Source: an optimization exercise on an open RTL-to-GDS flow (aim: small area). Production flows keep margins and buffers that such runs may drop. RTL that was checked went through simulation tests only; none was proved equivalent to the original.

==> inputs of job 6390 <==
==> flow/design.v (excerpt) <==
module pid(
    input               reset_n,             
    input               clock,               
    input       [11:0]  target_angle,
    input       [11:0]  current_angle,
    input               pwm_enable,
    input               pwm_done,
    input               i2c_rd_done,
    input               angle_update,
    input               abort_angle,
    input               enable_stall_chk,
    output              stalled,
    input       [7:0]   kp,
    input       [3:0]   ki,
    input       [3:0]   kd,
    output      [15:0]  debug_signals,
    output reg          angle_done,
    output reg          pwm_update,
    output reg  [7:0]   pwm_ratio,
    output reg          pwm_direction
);
clock: 12.0 ns
lec_check: 0
cap_margin: 20
core_margin: 2
core_utilization: 40
cts_buf_list: sky130_fd_sc_hd__clkbuf_4
slew_margin: 20
synth_hierarchical: 1
run.sh (not shown) runs the stock make flow with config.mk's settings and CLKGATE_MAP_FILE= SYNTH_SCRIPT=/design/flow/synth_recipe.tcl, a recipe that flattens the netlist after the stock synthesis.
==> job 1179 (differences from job 6390) <==
==> flow/flow/run.sh (new file) <==
#!/bin/bash
set -euo pipefail
bash standard.sh BUFFER_PORTS_ARGS="-buffer_cell sky130_fd_sc_hd__buf_1" finish > flow_make.log 2>&1
==> flow/standard.sh (new file) <==
#!/bin/bash
# synth_recipe.tcl (not shown) runs the flow's synth.tcl, then flattens the netlist and writes it again
# the make line also repeats each setting of config.mk as NAME=value (left out here)
make -C /OpenROAD-flow-scripts/flow DESIGN_CONFIG=/design/flow/config.mk WORK_HOME=/design/flow/orfs CLKGATE_MAP_FILE= SYNTH_SCRIPT=/design/flow/synth_recipe.tcl "${@:-finish}"
removed: flow/run.sh
==> job 5465 (differences from job 6390) <==
--- a/flow/design.v
+++ b/flow/design.v
@@ -39,14 +39,20 @@
 reg     [11:0]      diff;                
 reg     [12:0]      e;
 assign stalled = 1'b0;
 assign debug_signals = {7'b0, curr_step, pwm_direction, state};
 wire    [11:0]      diff_in;
 wire    [12:0]      e_new;
-wire                dmin_dir = ~diff[11] | (diff[10:0] == 11'd0);
-wire    [11:0]      dmin     = dmin_dir ? diff : (12'd0 - diff);
+wire    [11:0]      orp;
+assign orp[0] = 1'b0;
+genvar gi;
+generate for (gi = 1; gi < 12; gi = gi + 1) begin : g_orp
+    assign orp[gi] = orp[gi-1] | diff[gi-1];
+end endgenerate
+wire                dmin_dir = ~diff[11] | ~orp[11];
+wire    [11:0]      dmin     = diff ^ (orp & {12{~dmin_dir}});
 wire                c = (|kd) & ~e[12] & (|e[11:0]);
 wire    [23:13]     x;
     wire ds438;
     wire dc439;
     assign ds438 = current_angle[0] ^ target_angle[0];
     assign dc439 = current_angle[0] | ~target_angle[0];
==> flow/flow/run.sh (new file) <==
#!/bin/bash
set -euo pipefail
bash standard.sh BUFFER_PORTS_ARGS="-buffer_cell sky130_fd_sc_hd__buf_1" finish > flow_make.log 2>&1
==> flow/standard.sh (new file) <==
#!/bin/bash
# synth_recipe.tcl (not shown) runs the flow's synth.tcl, then flattens the netlist and writes it again
# the make line also repeats each setting of config.mk as NAME=value (left out here)
make -C /OpenROAD-flow-scripts/flow DESIGN_CONFIG=/design/flow/config.mk WORK_HOME=/design/flow/orfs CLKGATE_MAP_FILE= SYNTH_SCRIPT=/design/flow/synth_recipe.tcl "${@:-finish}"
removed: flow/run.sh
==> job 7711 (differences from job 6390) <==
--- a/flow/design.v
+++ b/flow/design.v
@@ -33,21 +33,29 @@
 localparam          DECEL   = 2'b11;
 reg     [1:0]       state;
 reg     [5:0]       curr_step;
 reg                 rd_done, i2c_rd_done_ff;
 reg     [11:0]      delta_angle;         
 reg     [2:0]       seq;                 
-reg     [11:0]      diff;                
 reg     [12:0]      e;
+reg                 ez;
+wire    [11:0]      diff = e[11:0];
+wire    [3:0]       kdz  = kd & {4{~ez}};
 assign stalled = 1'b0;
 assign debug_signals = {7'b0, curr_step, pwm_direction, state};
 wire    [11:0]      diff_in;
 wire    [12:0]      e_new;
-wire                dmin_dir = ~diff[11] | (diff[10:0] == 11'd0);
-wire    [11:0]      dmin     = dmin_dir ? diff : (12'd0 - diff);
-wire                c = (|kd) & ~e[12] & (|e[11:0]);
+wire    [11:0]      orp;
+assign orp[0] = 1'b0;
+genvar gi;
+generate for (gi = 1; gi < 12; gi = gi + 1) begin : g_orp
+    assign orp[gi] = orp[gi-1] | diff[gi-1];
+end endgenerate
+wire                dmin_dir = ~diff[11] | ~orp[11];
+wire    [11:0]      dmin     = diff ^ (orp & {12{~dmin_dir}});
+wire                c = (|kdz) & ~e[12] & (|e[11:0]);
 wire    [23:13]     x;
     wire ds438;
     wire dc439;
     assign ds438 = current_angle[0] ^ target_angle[0];
     assign dc439 = current_angle[0] | ~target_angle[0];
     wire ds440;
@@ -312,115 +320,115 @@
     assign p94 = ~(kp[7] & delta_angle[9]);
     wire p95;
     assign p95 = ~(kp[7] & delta_angle[10]);
     wire p96;
     assign p96 = ~(kp[7] & delta_angle[11]);
     wire q97;
-    assign q97 = ~(kd[0] & e[0]);
+    assign q97 = ~(kdz[0] & e[0]);
     wire q98;
-    assign q98 = ~(kd[0] & e[1]);
+    assign q98 = ~(kdz[0] & e[1]);
     wire q99;
-    assign q99 = ~(kd[0] & e[2]);
+    assign q99 = ~(kdz[0] & e[2]);
     wire q100;
-    assign q100 = ~(kd[0] & e[3]);
+    assign q100 = ~(kdz[0] & e[3]);
     wire q101;
-    assign q101 = ~(kd[0] & e[4]);
+    assign q101 = ~(kdz[0] & e[4]);
     wire q102;
-    assign q102 = ~(kd[0] & e[5]);
+    assign q102 = ~(kdz[0] & e[5]);
     wire q103;
-    assign q103 = ~(kd[0] & e[6]);
+    assign q103 = ~(kdz[0] & e[6]);
     wire q104;
-    assign q104 = ~(kd[0] & e[7]);
+    assign q104 = ~(kdz[0] & e[7]);
     wire q105;
-    assign q105 = ~(kd[0] & e[8]);
+    assign q105 = ~(kdz[0] & e[8]);
     wire q106;
-    assign q106 = ~(kd[0] & e[9]);
+    assign q106 = ~(kdz[0] & e[9]);
     wire q107;
-    assign q107 = ~(kd[0] & e[10]);
+    assign q107 = ~(kdz[0] & e[10]);
     wire q108;
-    assign q108 = ~(kd[0] & e[11]);
+    assign q108 = ~(kdz[0] & e[11]);
     wire q109;
-    assign q109 = kd[0] & e[12];
+    assign q109 = kdz[0] & e[12];
     wire q110;
-    assign q110 = ~(kd[1] & e[0]);
+    assign q110 = ~(kdz[1] & e[0]);
     wire q111;
-    assign q111 = ~(kd[1] & e[1]);
+    assign q111 = ~(kdz[1] & e[1]);
     wire q112;
-    assign q112 = ~(kd[1] & e[2]);
+    assign q112 = ~(kdz[1] & e[2]);
     wire q113;
-    assign q113 = ~(kd[1] & e[3]);
+    assign q113 = ~(kdz[1] & e[3]);
     wire q114;
-    assign q114 = ~(kd[1] & e[4]);
+    assign q114 = ~(kdz[1] & e[4]);
     wire q115;
-    assign q115 = ~(kd[1] & e[5]);
+    assign q115 = ~(kdz[1] & e[5]);
     wire q116;
-    assign q116 = ~(kd[1] & e[6]);
+    assign q116 = ~(kdz[1] & e[6]);
     wire q117;
-    assign q117 = ~(kd[1] & e[7]);
+    assign q117 = ~(kdz[1] & e[7]);
     wire q118;
-    assign q118 = ~(kd[1] & e[8]);
+    assign q118 = ~(kdz[1] & e[8]);
     wire q119;
-    assign q119 = ~(kd[1] & e[9]);
+    assign q119 = ~(kdz[1] & e[9]);
     wire q120;
-    assign q120 = ~(kd[1] & e[10]);
+    assign q120 = ~(kdz[1] & e[10]);
     wire q121;
-    assign q121 = ~(kd[1] & e[11]);
+    assign q121 = ~(kdz[1] & e[11]);
     wire q122;
-    assign q122 = kd[1] & e[12];
+    assign q122 = kdz[1] & e[12];
     wire q123;
-    assign q123 = ~(kd[2] & e[0]);
+    assign q123 = ~(kdz[2] & e[0]);
     wire q124;
-    assign q124 = ~(kd[2] & e[1]);
+    assign q124 = ~(kdz[2] & e[1]);
     wire q125;
-    assign q125 = ~(kd[2] & e[2]);
+    assign q125 = ~(kdz[2] & e[2]);
     wire q126;
-    assign q126 = ~(kd[2] & e[3]);
+    assign q126 = ~(kdz[2] & e[3]);
     wire q127;
-    assign q127 = ~(kd[2] & e[4]);
+    assign q127 = ~(kdz[2] & e[4]);
     wire q128;
-    assign q128 = ~(kd[2] & e[5]);
+    assign q128 = ~(kdz[2] & e[5]);
     wire q129;
-    assign q129 = ~(kd[2] & e[6]);
+    assign q129 = ~(kdz[2] & e[6]);
     wire q130;
-    assign q130 = ~(kd[2] & e[7]);
+    assign q130 = ~(kdz[2] & e[7]);
     wire q131;
-    assign q131 = ~(kd[2] & e[8]);
+    assign q131 = ~(kdz[2] & e[8]);
     wire q132;
-    assign q132 = ~(kd[2] & e[9]);
+    assign q132 = ~(kdz[2] & e[9]);
     wire q133;
-    assign q133 = ~(kd[2] & e[10]);
+    assign q133 = ~(kdz[2] & e[10]);
     wire q134;
-    assign q134 = ~(kd[2] & e[11]);
+    assign q134 = ~(kdz[2] & e[11]);
     wire q135;
-    assign q135 = kd[2] & e[12];
+    assign q135 = kdz[2] & e[12];
     wire q136;
-    assign q136 = ~(kd[3] & e[0]);
+    assign q136 = ~(kdz[3] & e[0]);
     wire q137;
-    assign q137 = ~(kd[3] & e[1]);
+    assign q137 = ~(kdz[3] & e[1]);
     wire q138;
-    assign q138 = ~(kd[3] & e[2]);
+    assign q138 = ~(kdz[3] & e[2]);
     wire q139;
-    assign q139 = ~(kd[3] & e[3]);
+    assign q139 = ~(kdz[3] & e[3]);
     wire q140;
-    assign q140 = ~(kd[3] & e[4]);
+    assign q140 = ~(kdz[3] & e[4]);
     wire q141;
-    assign q141 = ~(kd[3] & e[5]);
+    assign q141 = ~(kdz[3] & e[5]);
     wire q142;
-    assign q142 = ~(kd[3] & e[6]);
+    assign q142 = ~(kdz[3] & e[6]);
     wire q143;
-    assign q143 = ~(kd[3] & e[7]);
+    assign q143 = ~(kdz[3] & e[7]);
     wire q144;
-    assign q144 = ~(kd[3] & e[8]);
+    assign q144 = ~(kdz[3] & e[8]);
     wire q145;
-    assign q145 = ~(kd[3] & e[9]);
+    assign q145 = ~(kdz[3] & e[9]);
     wire q146;
-    assign q146 = ~(kd[3] & e[10]);
+    assign q146 = ~(kdz[3] & e[10]);
     wire q147;
-    assign q147 = ~(kd[3] & e[11]);
+    assign q147 = ~(kdz[3] & e[11]);
     wire q148;
-    assign q148 = kd[3] & e[12];
+    assign q148 = kdz[3] & e[12];
     wire s149;
     wire k150;
     pid_ha u_s149 (.a(q97), .b(c), .s(s149), .co(k150));
     wire s151;
     wire k152;
     pid_ha u_s151 (.a(q98), .b(q110), .s(s151), .co(k152));
@@ -877,19 +885,21 @@
 wire    [7:0]       r5  = x[20:13];
 wire    [7:0]       r6  = x[21:14];
 wire    [7:0]       r7  = x[22:15];
 wire    [7:0]       r8  = {x[23] ^ c, x[22:16]};
 always @(posedge clock) begin
     if(seq == 3'd1)
-        diff <= diff_in;
+        e <= {1'b0, diff_in};
+    else if(seq == 3'd6)
+        e <= e_new;
 end
 always @(negedge reset_n or posedge clock) begin
     if(~reset_n) begin
         angle_done          <= 1'b0;
         pwm_update          <= 1'b0;
-        e                   <= 13'b0;
+        ez                  <= 1'b1;
         rd_done             <= 1'b0;
         i2c_rd_done_ff      <= 1'b0;
         state               <= IDLE;
         curr_step           <= 6'b0;
         pwm_ratio           <= 8'b0;
         seq                 <= 3'd0;
@@ -901,16 +911,16 @@
         rd_done         <= !i2c_rd_done_ff & i2c_rd_done;
         if(seq != 3'd0 || rd_done)
             seq <= seq + 3'd1;
         if(seq == 3'd6) begin
             delta_angle   <= dmin;
             pwm_direction <= dmin_dir;
-            e             <= e_new;
+            ez            <= 1'b0;
         end
         else if(rd_done)
-            e             <= 13'b0;
+            ez            <= 1'b1;
         case (state)
             IDLE: begin
                 if(angle_update) begin
                     state       <= ACCEL;
                     angle_done  <= 1'b0;
                 end
==> flow/flow/run.sh (new file) <==
#!/bin/bash
set -euo pipefail
bash standard.sh BUFFER_PORTS_ARGS="-buffer_cell sky130_fd_sc_hd__buf_1" finish > flow_make.log 2>&1
==> flow/standard.sh (new file) <==
#!/bin/bash
# synth_recipe.tcl (not shown) runs the flow's synth.tcl, then flattens the netlist and writes it again
# the make line also repeats each setting of config.mk as NAME=value (left out here)
make -C /OpenROAD-flow-scripts/flow DESIGN_CONFIG=/design/flow/config.mk WORK_HOME=/design/flow/orfs CLKGATE_MAP_FILE= SYNTH_SCRIPT=/design/flow/synth_recipe.tcl "${@:-finish}"
==> flow/config.mk (replaced) <==
export PLATFORM = sky130hd
export DESIGN_NAME = pid
export DESIGN_NICKNAME = pid
export VERILOG_FILES = /design/flow/design.v
export SDC_FILE = /design/flow/constraint.sdc
export NUM_CORES = 4
export LEC_CHECK = 0
export CAP_MARGIN = 0
export CORE_MARGIN = 2
export CORE_UTILIZATION = 40
export CTS_BUF_LIST = sky130_fd_sc_hd__clkbuf_8
export GPL_TIMING_DRIVEN = 0
export SLEW_MARGIN = 0
export SYNTH_HIERARCHICAL = 1
removed: flow/run.sh
==> comparison <==
Job 1179 completed without violations. Job 6390 finished with timing, DRC and antenna clean. Job 7711 produced a clean layout. Job 5465 went through all stages and came out clean. Worst hold slack: job 6390 > job 5465 > job 1179 > job 7711. In job 6390 the clock-buffer cell count is lower than in job 1179, by 2. The highest maximum frequency belongs to job 1179, the lowest to job 7711. Clock skew: job 1179 > job 6390 > job 7711 > job 5465. Between job 1179 and job 7711, the lower area after synthesis is in job 7711 (gap about 4%, measured against job 7711). In job 5465 the sequential share of layout area is higher than in job 7711, by 3.1 points. The lowest first-iteration DRC count belongs to job 5465, the highest to job 7711.
==> figures <==
Half-perimeter wire length after detailed placement: job 6390 14400 um; job 7711 14700 um; job 5465 14700 um; job 1179 13900 um
Die footprint: job 6390 19600 um^2; job 7711 18900 um^2; job 5465 19900 um^2; job 1179 19600 um^2
Share of the synthesized area in compound gates (AO/OA/AOI/OAI): job 6390 10.5%; job 7711 11.5%; job 5465 10.4%; job 1179 10.5%
Share of synthesized flip-flops with an asynchronous set or reset: job 6390 80.3%; job 7711 74.0%; job 5465 80.3%; job 1179 80.3%
CP Buf/Inv Count: job 6390 5; job 7711 7; job 5465 3; job 1179 5
Final WS setup: job 6390 0.343 ns; job 7711 0.300 ns; job 5465 0.369 ns; job 1179 0.439 ns
Starting density of the core: job 6390 41.0%; job 7711 41.0%; job 5465 40.5%; job 1179 41.0%
FF-to-FF setup slack: job 6390 1.99 ns; job 7711 1.88 ns; job 5465 1.83 ns; job 1179 2.01 ns
First element of the critical path: job 6390 kp[0]; job 7711 kd[3]; job 5465 kd[0]; job 1179 kd[1]
Hold WS: job 6390 0.404 ns; job 7711 0.398 ns; job 5465 0.403 ns; job 1179 0.403 ns
Number of non-clock inverters in the layout: job 6390 37; job 7711 40; job 5465 30; job 1179 37
Synthesized-area fraction occupied by and/or/nand/nor cells: job 6390 15.6%; job 7711 16.2%; job 5465 17.3%; job 1179 15.6%
Cell occurring most often along the worst timing path: job 6390 fa_1; job 7711 fa_2; job 5465 fa_2; job 1179 fa_1
Result of the run: job 6390 complete, no violations; job 7711 complete, no violations; job 5465 complete, no violations; job 1179 complete, no violations
Achievable clock frequency: job 6390 85.8 MHz; job 7711 85.5 MHz; job 5465 86.0 MHz; job 1179 86.5 MHz
No functional check of the RTL was part of job 5465.


==> job 5052 <==
pid, a different RTL version from the one above (not shown whole).
export LEC_CHECK = 0
export CAP_MARGIN = 20
export CORE_MARGIN = 2
export CORE_UTILIZATION = 40
export CTS_BUF_LIST = sky130_fd_sc_hd__clkbuf_8
export SLEW_MARGIN = 20
export SYNTH_HIERARCHICAL = 1
create_clock -name core_clock -period 12.0 [get_ports {clock}]
standard.sh (not shown) runs the stock make flow with config.mk's settings and CLKGATE_MAP_FILE= SYNTH_SCRIPT=/design/flow/synth_recipe.tcl, a recipe that flattens the netlist after the stock synthesis.
==> flow/flow/run.sh <==
#!/bin/bash
set -euo pipefail
bash standard.sh BUFFER_PORTS_ARGS="-buffer_cell sky130_fd_sc_hd__buf_1" finish > flow_make.log 2>&1
==> inputs of job 4804, as changes to job 5052 <==
--- a/flow/design.v
+++ b/flow/design.v
@@ -877,30 +877,20 @@
     assign y435 = (~k402 & ~s407) | (y434 & (~k402 | ~s407));
     assign x[21] = ~k408 ^ ~s411 ^ y435;
     wire y436;
     assign y436 = (~k408 & ~s411) | (y435 & (~k408 | ~s411));
     assign x[22] = ~k412 ^ ~s413 ^ y436;
     wire y437;
     assign y437 = (~k412 & ~s413) | (y436 & (~k412 | ~s413));
     assign x[23] = 1'b1 ^ ~k414 ^ y437;
-wire    [10:0]      xx = {x[23] ^ c, x[22:13]};
-reg     [1:0]       sh;
-always @(*) begin
-    if(state == ACCEL)
-        sh = (curr_step < 6'd3) ? 2'd3 : (curr_step < 6'd5) ? 2'd2 :
-             (curr_step < 6'd7) ? 2'd1 : 2'd0;
-    else if(state == DECEL)
-        sh = (delta_angle > 12'd30) ? 2'd1 : (delta_angle > 12'd20) ? 2'd2 :
-             (delta_angle > 12'd10) ? 2'd1 : 2'd0;
-    else
-        sh = 2'd0;
-end
-wire    [9:0]       xs1 = sh[0] ? xx[10:1] : xx[9:0];
-wire    [7:0]       rsel = sh[1] ? xs1[9:2] : xs1[7:0];
+wire    [7:0]       r5  = x[20:13];
+wire    [7:0]       r6  = x[21:14];
+wire    [7:0]       r7  = x[22:15];
+wire    [7:0]       r8  = {x[23] ^ c, x[22:16]};
 always @(posedge clock) begin
     if(seq == 3'd1)
         e <= {1'b0, diff_in};
     else if(seq == 3'd6)
         e <= e_new;
 end
 always @(negedge reset_n or posedge clock) begin
     if(~reset_n) begin
@@ -938,35 +928,44 @@
                 curr_step   <= 6'b0;
                 pwm_ratio   <= 8'b0;
             end
             ACCEL: begin
                 if(~pwm_enable)
                     state <= IDLE;
                 pwm_update  <= 1'b1;
                 if(rd_done) begin
-                    pwm_ratio <= rsel;
+                    if(curr_step < 6'd3)        pwm_ratio <= r8;
+                    else if(curr_step < 6'd5)   pwm_ratio <= r7;
+                    else if(curr_step < 6'd7)   pwm_ratio <= r6;
+                    else                        pwm_ratio <= r5;
                     if(curr_step != 6'b111111)
                         curr_step <= curr_step + 6'b1;
                     else
                         state <= CRUISE;
                 end
             end
             CRUISE: begin
                 if(~pwm_enable)
                     state <= IDLE;
                 if(delta_angle < 12'd40)
                     state <= DECEL;
-                pwm_ratio <= rsel;
+                pwm_ratio <= r5;
             end
             DECEL: begin
                 if(~pwm_enable)
                     state <= IDLE;
-                pwm_ratio <= rsel;
-                if(delta_angle <= 12'd20 && delta_angle > 12'd10) begin
+                if(delta_angle > 12'd30)
+                    pwm_ratio   <= r6;
+                else if(delta_angle > 12'd20)
+                    pwm_ratio   <= r7;
+                else if(delta_angle > 12'd10) begin
                     state       <= IDLE;
                     angle_done  <= 1'b1;
+                    pwm_ratio   <= r6;
                 end
+                else
+                    pwm_ratio   <= r5;
             end
         endcase
     end
 end
 endmodule
==> qor summary <==
metric	job 4804	job 5052
Worst-case register-to-register setup slack	2140 ps	1960 ps
Taps Inserted	225	220
Count of unique library cells instantiated by Yosys	63	54
Result of the run	complete, no violations	complete, no violations
Multi-input gates	598	540
Stages on the worst setup path	35	32
Row Count	48	47
Multi-input combinational area share	0.7088	0.7088
Core area	0.01736 mm^2	0.01658 mm^2
Fmax achieved	0.08658 GHz	0.08578 GHz
DR WL met3	816 um	872 um
Arr. time, crit path	11780 ps	11890 ps
Hold slack final	396.2 ps	407.8 ps
Global routing met3 resource utilization	0.02355	0.03023
Non-filler instance count after layout	1004	924
Area of the multi-input gates	0.005492 mm^2	0.005209 mm^2
Layout cell share with drive strength beyond 1	0.07831	0.08665
Synthesized area divided by synthesized cell count	9.616 um^2	10.22 um^2
Crit path buffers/inverters	7	3
Simple-Gate Fraction of Synth Area	0.1618	0.1626
Final instance area	0.007747 mm^2	0.007348 mm^2
Largest fanout on the critical path	4	5
For job 5052, only the layout was checked, not whether the RTL still works.

## afterwards: timing with drivers on the ports
Ports are ideal in the flow. The routed layouts listed here were re-timed in OpenROAD. Step 1 (the two cells are an assumption about what drives the block):
set clk [get_ports {clock}]
set_driving_cell -lib_cell sky130_fd_sc_hd__clkbuf_16 $clk
set_driving_cell -lib_cell sky130_fd_sc_hd__buf_2 [delete_from_list [all_inputs] $clk]
Step 2 also shifts input and output timing later by t, the mid clock arrival at the registers, as if the neighbouring blocks saw the same clock. Three values: ideal, step 1, step 2; two values: the first two.
run | t, ns | slack for setup (ns) | worst data-port slew with drivers (ns)
job 6390 | 0.487 | 0.343 / 0.355 / -0.132 | 0.04
job 1179 | 0.421 | 0.439 / 0.437 / 0.016 | 0.03
job 5465 | 0.421 | 0.369 / 0.380 / -0.041 | 0.03
job 7711 | 0.356 | 0.300 / 0.311 / -0.045 | 0.03
job 5052 | 0.342 | 0.343 / 0.328 / -0.014 | 0.05
job 4804 | 0.367 | 0.450 / 0.462 / 0.094 | 0.04
Met with ideal ports but missed after step 2: setup timing in job 6390, job 5465, job 7711 and job 5052. The setup slack of job 6390, which loses most, moves by +0.012 ns with the drivers and by -0.475 ns with both steps.
